From an optimization exercise on the open Yosys and OpenROAD flow, aimed at small area and a short achievable clock period; shortcuts taken in it are not production practice. At most, simulation tests tie the RTL to the original design; equivalence was not proved. The clock port is modelled as an ideal driver; clocking choices that lean on that would not hold on a real chip. Power is estimated from default activity; no workload was simulated.

==> job 6150 <==
==> flow/design.v <==
module FP16_add #(
    parameter C0 = 0,    
    parameter C1 = 1,    
    parameter C2 = 1,    
    parameter C3 = 1,    
    parameter C4 = 1,    
    parameter C5 = 1     
)(
    input wire [15:0]data1,
    input wire [15:0]data2,
    input wire clk,
    input wire rst,
    input wire input_valid,
    output reg [15:0]data_o,
    output reg output_update
    );
    localparam NS = C0 + C1 + C2 + C3 + C4 + C5;
    reg [NS-1:0] vld;
    always @(posedge clk or posedge rst) begin
        if (rst) vld <= {NS{1'b0}};
        else     vld <= {vld[NS-2:0], input_valid};
    end
    always @(*) output_update = vld[NS-1];
    wire [15:0] a, b;
    generate if (C0) begin : g0
        reg [15:0] ra, rb;
        always @(posedge clk) begin ra <= data1; rb <= data2; end
        assign a = ra; assign b = rb;
    end else begin : p0
        assign a = data1; assign b = data2;
    end endgenerate
    wire [4:0] ea = a[14:10], eb = b[14:10];
    wire ovf_0 = (&a) | (&b);                  
    wire gt_0 = a[14:0] > b[14:0];             
    wire egt = ea > eb;
    wire [4:0] dab = ea - eb, dba = eb - ea;
    wire [4:0] d = egt ? dab : dba;            
    wire [4:0] eh_0 = egt ? ea : eb;           
    wire eq0 = ~(|ea) & ~(|eb);
    wire lowz_0 = ~eq0 & ~((|ea) & (|eb));
    wire [9:0] fa_1, fb_1; wire gt_1, sa_1, sb_1, lowz_1, ovf_1; wire [4:0] sh_1; wire [4:0] eh_1;
    generate if (C1) begin : g1
        reg [9:0] r_fa, r_fb; reg r_gt, r_sa, r_sb, r_lowz, r_ovf; reg [4:0] r_sh; reg [4:0] r_eh;
        always @(posedge clk) begin
            r_fa <= a[9:0]; r_fb <= b[9:0]; r_gt <= gt_0; r_sa <= a[15]; r_sb <= b[15];
            r_lowz <= lowz_0; r_sh <= d; r_eh <= eh_0; r_ovf <= ovf_0;
        end
        assign fa_1 = r_fa; assign fb_1 = r_fb; assign gt_1 = r_gt; assign sa_1 = r_sa; assign sb_1 = r_sb;
        assign lowz_1 = r_lowz; assign sh_1 = r_sh; assign eh_1 = r_eh; assign ovf_1 = r_ovf;
    end else begin : p1
        assign fa_1 = a[9:0]; assign fb_1 = b[9:0]; assign gt_1 = gt_0; assign sa_1 = a[15]; assign sb_1 = b[15];
        assign lowz_1 = lowz_0; assign sh_1 = d; assign eh_1 = eh_0; assign ovf_1 = ovf_0;
    end endgenerate
    wire [9:0] fh_1 = gt_1 ? fa_1 : fb_1;
    wire [9:0] fl_1 = gt_1 ? fb_1 : fa_1;
    wire sgn_1 = gt_1 ? sa_1 : sb_1;
    wire sub_1 = sa_1 ^ sb_1;
    wire zall_1 = ~(|eh_1) & ~gt_1;
    wire [22:0] low23 = {2'b01, fl_1, 11'd0} >> sh_1[3:0];
    wire drop_1 = lowz_1 | (sh_1 > 5'd12);
    wire [12:0] al_1 = drop_1 ? 13'd0 : low23[21:9];
    wire st_1 = ~drop_1 & (|low23[8:0]);
    wire [13:0] lx_1 = {al_1, st_1} ^ {14{sub_1}};
    wire [5:0] eh1_1 = ({1'b0, eh_1} + 6'd1) | {6{ovf_1}};
    wire [13:0] lx_2; wire [5:0] eh1_2; wire [9:0] fh_2; wire sgn_2, sub_2, zall_2;
    generate if (C2) begin : g2
        reg [13:0] r_lx; reg [5:0] r_eh1; reg [9:0] r_fh; reg r_sgn, r_sub, r_zall;
        always @(posedge clk) begin
            r_lx <= lx_1; r_eh1 <= eh1_1; r_fh <= fh_1; r_sgn <= sgn_1; r_sub <= sub_1; r_zall <= zall_1;
        end
        assign lx_2 = r_lx; assign eh1_2 = r_eh1; assign fh_2 = r_fh;
        assign sgn_2 = r_sgn; assign sub_2 = r_sub; assign zall_2 = r_zall;
    end else begin : p2
        assign lx_2 = lx_1; assign eh1_2 = eh1_1; assign fh_2 = fh_1;
        assign sgn_2 = sgn_1; assign sub_2 = sub_1; assign zall_2 = zall_1;
    end endgenerate
    wire [14:0] hf = {2'b01, fh_2, 3'd0};
    wire [14:0] s_2 = hf + {sub_2, lx_2} + {14'd0, sub_2};
    wire [14:0] s_3; wire [5:0] eh1_3; wire sgn_3, zall_3;
    generate if (C3) begin : g3
        reg [14:0] r_s; reg [5:0] r_eh1; reg r_sgn, r_zall;
        always @(posedge clk) begin
            r_s <= s_2; r_eh1 <= eh1_2; r_sgn <= sgn_2; r_zall <= zall_2;
        end
        assign s_3 = r_s; assign eh1_3 = r_eh1; assign sgn_3 = r_sgn; assign zall_3 = r_zall;
    end else begin : p3
        assign s_3 = s_2; assign eh1_3 = eh1_2; assign sgn_3 = sgn_2; assign zall_3 = zall_2;
    end endgenerate
    wire [11:0] t = s_3[14:3];
    wire nz2 = |t[11:8], nz1 = |t[7:4], nz0 = |t[3:0];
    wire [1:0] q2 = {~t[11] & ~t[10], ~t[11] & (t[10] | ~t[9])};
    wire [1:0] q1 = {~t[7] & ~t[6], ~t[7] & (t[6] | ~t[5])};
    wire [1:0] q0 = {~t[3] & ~t[2], ~t[3] & (t[2] | ~t[1])};
    wire [1:0] qf = nz2 ? q2 : nz1 ? q1 : q0;
    wire [3:0] lz = {~nz2 & ~nz1, ~nz2 & nz1, qf};
    wire [14:0] n1 = nz2 ? s_3 : nz1 ? {s_3[10:0], 4'd0} : {s_3[6:0], 8'd0};
    wire [14:0] n4 = n1 << qf;
    wire [9:0] m_3 = n4[13:4];                 
    wire rnd_3 = n4[3] & (n4[4] | (|n4[2:0]));
    wire [6:0] e0_3 = {1'b0, eh1_3} - {3'd0, lz};
    wire z_3 = zall_3 | ~(nz2 | nz1 | nz0);    
    wire [9:0] m_4; wire rnd_4, z_4; wire [6:0] e0_4; wire sgn_4;
    generate if (C4) begin : g4
        reg [9:0] r_m; reg r_rnd, r_z; reg [6:0] r_e0; reg r_sgn;
        always @(posedge clk) begin
            r_m <= m_3; r_rnd <= rnd_3; r_e0 <= e0_3; r_sgn <= sgn_3; r_z <= z_3;
        end
        assign m_4 = r_m; assign rnd_4 = r_rnd; assign e0_4 = r_e0; assign sgn_4 = r_sgn; assign z_4 = r_z;
    end else begin : p4
        assign m_4 = m_3; assign rnd_4 = rnd_3; assign e0_4 = e0_3; assign sgn_4 = sgn_3; assign z_4 = z_3;
    end endgenerate
    wire [16:0] er = {e0_4, m_4} + {16'd0, rnd_4};
    wire ovf = (er[16:15] == 2'b01);
    wire neg = er[16];
    wire [15:0] res = ovf ? 16'hffff : (z_4 | neg) ? 16'h0000 : {sgn_4, er[14:0]};
    generate if (C5) begin : g5
        reg [15:0] r_o;
        always @(posedge clk) r_o <= res;
        always @(*) data_o = r_o;
    end else begin : p5
        always @(*) data_o = res;
    end endgenerate
endmodule
==> flow/flow/run.sh <==
#!/bin/bash
# Standard ORFS layout (the standard.sh) with three changes:
#  - port buffers use the smallest buffer cell instead of the delay cell
#    that buffer_ports picks by default;
#  - the clock tree is built from clkbuf_4 cells, without dummy loads;
#  - after CTS, flow/post_cts.tcl upsizes to clkbuf_8 the clock buffers
#    whose flip-flop clock pins see a slow slew.
# Each tool's full output stays in orfs/logs; make's output goes to
# standard_flow.log.
set -euo pipefail
export BUFFER_PORTS_ARGS="-buffer_cell sky130_fd_sc_hd__buf_1"
export CTS_ARGS="-sink_clustering_enable -repair_clock_nets -buf_list sky130_fd_sc_hd__clkbuf_4 -dont_use_dummy_load"
export POST_CTS_TCL="$PWD/flow/post_cts.tcl"
bash standard.sh finish > standard_flow.log 2>&1
==> flow/flow/post_cts.tcl <==
estimate_parasitics -placement
set my_up [dict create]
foreach pin [all_registers -clock_pins -edge_triggered] {
  set worst 0
  foreach edge {rise fall} {
    foreach an {min max} {
      set s [expr {[sta::time_ui_sta [get_property $pin slew_${an}_$edge]] * 1e12}]
      if {$s > $worst} { set worst $s }
    }
  }
  if {$worst > 100} {
    set net [get_nets -of_objects $pin]
    foreach drv [get_pins -of_objects $net -filter "direction==output"] {
      set inst [get_cells -of_objects $drv]
      if {[get_property $inst ref_name] eq "sky130_fd_sc_hd__clkbuf_4"} {
        dict set my_up [get_full_name $inst] 1
      }
    }
  }
}
foreach name [dict keys $my_up] {
  replace_cell [get_cells $name] sky130_fd_sc_hd__clkbuf_8
}
puts "post_cts: upsized [dict size $my_up] clock buffers"
if {[dict size $my_up] > 0} {
  detailed_placement
  check_placement -verbose
  estimate_parasitics -placement
}
==> flow/standard.sh <==
#!/bin/bash
# synth_recipe.tcl (not shown) runs the flow's synth.tcl, then flattens the netlist and writes it again
# the make line also repeats each setting of config.mk as NAME=value (left out here)
make -C /OpenROAD-flow-scripts/flow DESIGN_CONFIG=/design/flow/config.mk WORK_HOME=/design/flow/orfs CLKGATE_MAP_FILE= SYNTH_SCRIPT=/design/flow/synth_recipe.tcl "${@:-finish}"
==> flow/config.mk <==
export PLATFORM = sky130hd
export DESIGN_NAME = FP16_add
export DESIGN_NICKNAME = FP16_add
export VERILOG_FILES = /design/flow/design.v
export SDC_FILE = /design/flow/constraint.sdc
export NUM_CORES = 4
export LEC_CHECK = 0
export ABC_AREA = 1
export CAP_MARGIN = 20
export CORE_MARGIN = 2
export CORE_UTILIZATION = 40
export PLACE_DENSITY = 0.6
export SETUP_SLACK_MARGIN = 2.0
export SLEW_MARGIN = 20
export TNS_END_PERCENT = 0
==> flow/constraint.sdc <==
create_clock -name core_clock -period 4.0 [get_ports {clk}]
set_input_delay 0.8000 -clock core_clock [delete_from_list [all_inputs] [get_ports {clk}]]
set_output_delay 0.8000 -clock core_clock [all_outputs]
set_load 0.01 [all_outputs]
==> inputs of job 661, as changes to job 6150 <==
--- a/flow/design.v
+++ b/flow/design.v
@@ -110,8 +110,15 @@
         assign m_4 = m_3; assign rnd_4 = rnd_3; assign e0_4 = e0_3; assign sgn_4 = sgn_3; assign z_4 = z_3;
     end endgenerate
-    wire [16:0] er = {e0_4, m_4} + {16'd0, rnd_4};
-    wire ovf = (er[16:15] == 2'b01);
-    wire neg = er[16];
-    wire [15:0] res = ovf ? 16'hffff : (z_4 | neg) ? 16'h0000 : {sgn_4, er[14:0]};
+    reg [9:0] mr;
+    integer j;
+    always @(*)
+        for (j = 0; j < 10; j = j + 1)
+            mr[j] = m_4[j] ^ (rnd_4 & (&(m_4 | ~((10'd1 << j) - 10'd1))));
+    wire c = rnd_4 & (&m_4);                   
+    wire ones = &e0_4[4:0];
+    wire ovf = (e0_4[6:5] == 2'b01) | (c & ones & (e0_4[6:5] == 2'b00));
+    wire neg = e0_4[6] & ~(c & ones);
+    wire [4:0] ef = e0_4[4:0] + {4'd0, c};
+    wire [15:0] res = ovf ? 16'hffff : (z_4 | neg) ? 16'h0000 : {sgn_4, ef, mr};
     generate if (C5) begin : g5
         reg [15:0] r_o;
==> flow/flow/run.sh (replaced) <==
#!/bin/bash
# Standard ORFS layout (the standard.sh) with these changes:
#  - synthesis leaves adders to ABC instead of mapping them onto the
#    library's ripple full/half-adder cells (ADDER_MAP_FILE left empty);
#    registers are mapped exactly as in the standard synthesis;
#  - port buffers use the smallest buffer cell instead of the delay cell
#    that buffer_ports picks by default;
#  - the clock tree is built from clkbuf_4 cells below a clkbuf_16 root,
#    without dummy loads;
#  - after CTS, flow/post_cts.tcl upsizes to clkbuf_8 the clock buffers
#    whose flip-flop clock pins see a slow slew.
# Each tool's full output stays in orfs/logs; make's output goes to
# standard_flow.log.
set -euo pipefail
export BUFFER_PORTS_ARGS="-buffer_cell sky130_fd_sc_hd__buf_1"
export CTS_ARGS="-sink_clustering_enable -repair_clock_nets -buf_list sky130_fd_sc_hd__clkbuf_4 -root_buf sky130_fd_sc_hd__clkbuf_16 -dont_use_dummy_load"
export POST_CTS_TCL="$PWD/flow/post_cts.tcl"
bash standard.sh ADDER_MAP_FILE= finish > standard_flow.log 2>&1
--- a/flow/config.mk
+++ b/flow/config.mk
@@ -11,5 +11,5 @@
 export CORE_UTILIZATION = 40
 export PLACE_DENSITY = 0.6
-export SETUP_SLACK_MARGIN = 2.0
+export SETUP_SLACK_MARGIN = 2.4
 export SLEW_MARGIN = 20
 export TNS_END_PERCENT = 0
==> inputs of job 7292, as changes to job 6150 <==
--- a/flow/flow/run.sh
+++ b/flow/flow/run.sh
@@ -1,4 +1,7 @@
 #!/bin/bash
-# Standard ORFS layout (the standard.sh) with three changes:
+# Standard ORFS layout (the standard.sh) with these changes:
+#  - synthesis leaves adders to ABC instead of mapping them onto the
+#    library's ripple full/half-adder cells (ADDER_MAP_FILE left empty);
+#    registers are mapped exactly as in the standard synthesis;
 #  - port buffers use the smallest buffer cell instead of the delay cell
 #    that buffer_ports picks by default;
@@ -12,3 +15,3 @@
 export CTS_ARGS="-sink_clustering_enable -repair_clock_nets -buf_list sky130_fd_sc_hd__clkbuf_4 -dont_use_dummy_load"
 export POST_CTS_TCL="$PWD/flow/post_cts.tcl"
-bash standard.sh finish > standard_flow.log 2>&1
+bash standard.sh ADDER_MAP_FILE= finish > standard_flow.log 2>&1
--- a/flow/config.mk
+++ b/flow/config.mk
@@ -11,5 +11,5 @@
 export CORE_UTILIZATION = 40
 export PLACE_DENSITY = 0.6
-export SETUP_SLACK_MARGIN = 2.0
+export SETUP_SLACK_MARGIN = 2.2
 export SLEW_MARGIN = 20
 export TNS_END_PERCENT = 0
==> inputs of job 3676, as changes to job 6150 <==
--- a/flow/design.v
+++ b/flow/design.v
@@ -110,8 +110,15 @@
         assign m_4 = m_3; assign rnd_4 = rnd_3; assign e0_4 = e0_3; assign sgn_4 = sgn_3; assign z_4 = z_3;
     end endgenerate
-    wire [16:0] er = {e0_4, m_4} + {16'd0, rnd_4};
-    wire ovf = (er[16:15] == 2'b01);
-    wire neg = er[16];
-    wire [15:0] res = ovf ? 16'hffff : (z_4 | neg) ? 16'h0000 : {sgn_4, er[14:0]};
+    reg [9:0] mr;
+    integer j;
+    always @(*)
+        for (j = 0; j < 10; j = j + 1)
+            mr[j] = m_4[j] ^ (rnd_4 & (&(m_4 | ~((10'd1 << j) - 10'd1))));
+    wire c = rnd_4 & (&m_4);                   
+    wire ones = &e0_4[4:0];
+    wire ovf = (e0_4[6:5] == 2'b01) | (c & ones & (e0_4[6:5] == 2'b00));
+    wire neg = e0_4[6] & ~(c & ones);
+    wire [4:0] ef = e0_4[4:0] + {4'd0, c};
+    wire [15:0] res = ovf ? 16'hffff : (z_4 | neg) ? 16'h0000 : {sgn_4, ef, mr};
     generate if (C5) begin : g5
         reg [15:0] r_o;
--- a/flow/flow/run.sh
+++ b/flow/flow/run.sh
@@ -1,4 +1,7 @@
 #!/bin/bash
-# Standard ORFS layout (the standard.sh) with three changes:
+# Standard ORFS layout (the standard.sh) with these changes:
+#  - synthesis leaves adders to ABC instead of mapping them onto the
+#    library's ripple full/half-adder cells (ADDER_MAP_FILE left empty);
+#    registers are mapped exactly as in the standard synthesis;
 #  - port buffers use the smallest buffer cell instead of the delay cell
 #    that buffer_ports picks by default;
@@ -12,3 +15,3 @@
 export CTS_ARGS="-sink_clustering_enable -repair_clock_nets -buf_list sky130_fd_sc_hd__clkbuf_4 -dont_use_dummy_load"
 export POST_CTS_TCL="$PWD/flow/post_cts.tcl"
-bash standard.sh finish > standard_flow.log 2>&1
+bash standard.sh ADDER_MAP_FILE= finish > standard_flow.log 2>&1
--- a/flow/config.mk
+++ b/flow/config.mk
@@ -11,5 +11,5 @@
 export CORE_UTILIZATION = 40
 export PLACE_DENSITY = 0.6
-export SETUP_SLACK_MARGIN = 2.0
+export SETUP_SLACK_MARGIN = 2.2
 export SLEW_MARGIN = 20
 export TNS_END_PERCENT = 0
==> flow_summary_export.csv <==
group,metric,value,unit
pwr,power_density,603.3,mW/mm2
timing,skew,0.03389,ns
cells_and_area,nets,1025,
clock_network,clk_latency,0.36,ns
logic_synthesis,synth_xor_area_share,5.285,%
drt,wl_met2,7.100,mm
setup_path,worstPathMaxFanout,4,
cells_and_area,fin_util,50.07,%
outcome,outcome,"timing/DRC/antenna clean",
drt,met3_length,568,um
logic_synthesis,yosys-top-cells-area,"dfxtp_1 (40%), nand2_1 (16%), nand3_1 (7.6%)",
place,place_congestion,0.8849,
timing,fin_crit_sh,42.73,%
logic_synthesis,netlist_area,0.006297,mm2
setup_path,reg2reg_to,"g4.r_rnd",
clock_network,clk_pin_slew_worst_paths,0.08,ns
the above is filed under job 661

==> flow_summary_export.csv <==
group,metric,value,unit
outcome,outcome,"timing/DRC/antenna clean",
pwr,power_density,637.0,mW/mm2
pwr,pg_comb,1.86,mW
clock_network,clk_pin_slew_worst_paths,0.09,ns
logic_synthesis,yosys-top-cells-area,"dfxtp_1 (40%), nand2_1 (15%), nand3_1 (6.9%)",
setup_path,reg2reg_depth,7,
cells_and_area,fin_util,44.77,%
logic_synthesis,netlist_area,0.006384,mm2
cells_and_area,fin_cells,1150,
timing,skew,0.03008,ns
setup_path,reg2reg_to,"g2.r_lx[9]",
place,place_congestion,0.8511,
timing,fin_crit_sh,45.90,%
logic_synthesis,synth-seq-cells,132,
setup_path,worstPathMaxFanout,1,
drt,wl_met2,6.557,mm
drt,met3_length,509,um
timing,setup_violations,0,
the above is filed under job 7292

==> flow_summary_export.csv <==
group,metric,value,unit
timing,fin_crit_sh,45.16,%
outcome,outcome,"timing/DRC/antenna clean",
setup_path,worstPathMaxFanout,1,
drt,wl_met2,6.379,mm
logic_synthesis,yosys-top-cells-area,"dfxtp_1 (40%), nand2_1 (16%), nand3_1 (7.6%)",
timing,skew,0.02988,ns
clock_network,clk_pin_slew_worst_paths,0.07,ns
logic_synthesis,netlist_area,0.006297,mm2
drt,met3_length,540,um
drt,met1_length,6.155,mm
clock_network,clk_latency,0.52,ns
setup_path,reg2reg_to,"g2.r_lx[3]",
cells_and_area,fin_util,45.62,%
logic_synthesis,synth_xor_area_share,5.285,%
setup_path,path_cells,"buf_6",
place,place_congestion,0.8849,
pwr,power_density,620.7,mW/mm2
the above is filed under job 3676

==> flow_summary_export.csv <==
group,metric,value,unit
logic_synthesis,netlist_area,0.006261,mm2
cells_and_area,nets,941,
timing,fin_crit_sh,49.25,%
place,place_congestion,0.8744,
cells_and_area,fin_util,48.04,%
logic_synthesis,yosys-top-cells-area,"dfxtp_1 (41%), nand2_1 (12%), ha_1 (8.0%)",
drt,met3_length,559,um
setup_path,reg2reg_to,"g5.r_o[8]",
logic_synthesis,synth_compound_area_share,9.412,%
timing,skew,0.03203,ns
drt,wl_met2,6.970,mm
setup_path,worstPathMaxFanout,8,
clock_network,clk_latency,0.52,ns
outcome,outcome,"timing/DRC/antenna clean",
the above is filed under job 6150

The RTL of job 6150 and job 7292 was laid out without a check of its function.

static timing again, ports no longer ideal:
The flow's constraints put no driver on any port. The routed layouts listed below were extracted and timed again, unchanged, in two steps.
Step 1, drivers: a clkbuf_16 drives clk and a buf_2 each remaining input, both assumed.
Step 2 adds t to the input delays and takes it off the output delays; t is the mean of the earliest and latest rising clock arrival at the registers after step 1. Input paths then give back, and output paths get back, about the clock's delay inside the block.
Slacks: ideal / step 1 / step 2; pairs: ideal / step 1.
run	t (ns)	setup slack, ns	worst setup path at the end
job 6150	0.539	2.030 / 2.030 / 1.539	input to register
job 661	0.382	2.291 / 2.302 / 1.921	input to register
job 7292	0.578	2.164 / 2.129 / 1.682	input to register
job 3676	0.546	2.194 / 2.158 / 1.744	input to register
After both steps every run listed still meets setup and hold. For job 6150, which loses most, drivers alone change the setup slack by 0.000 ns; drivers and shift together by -0.491 ns.
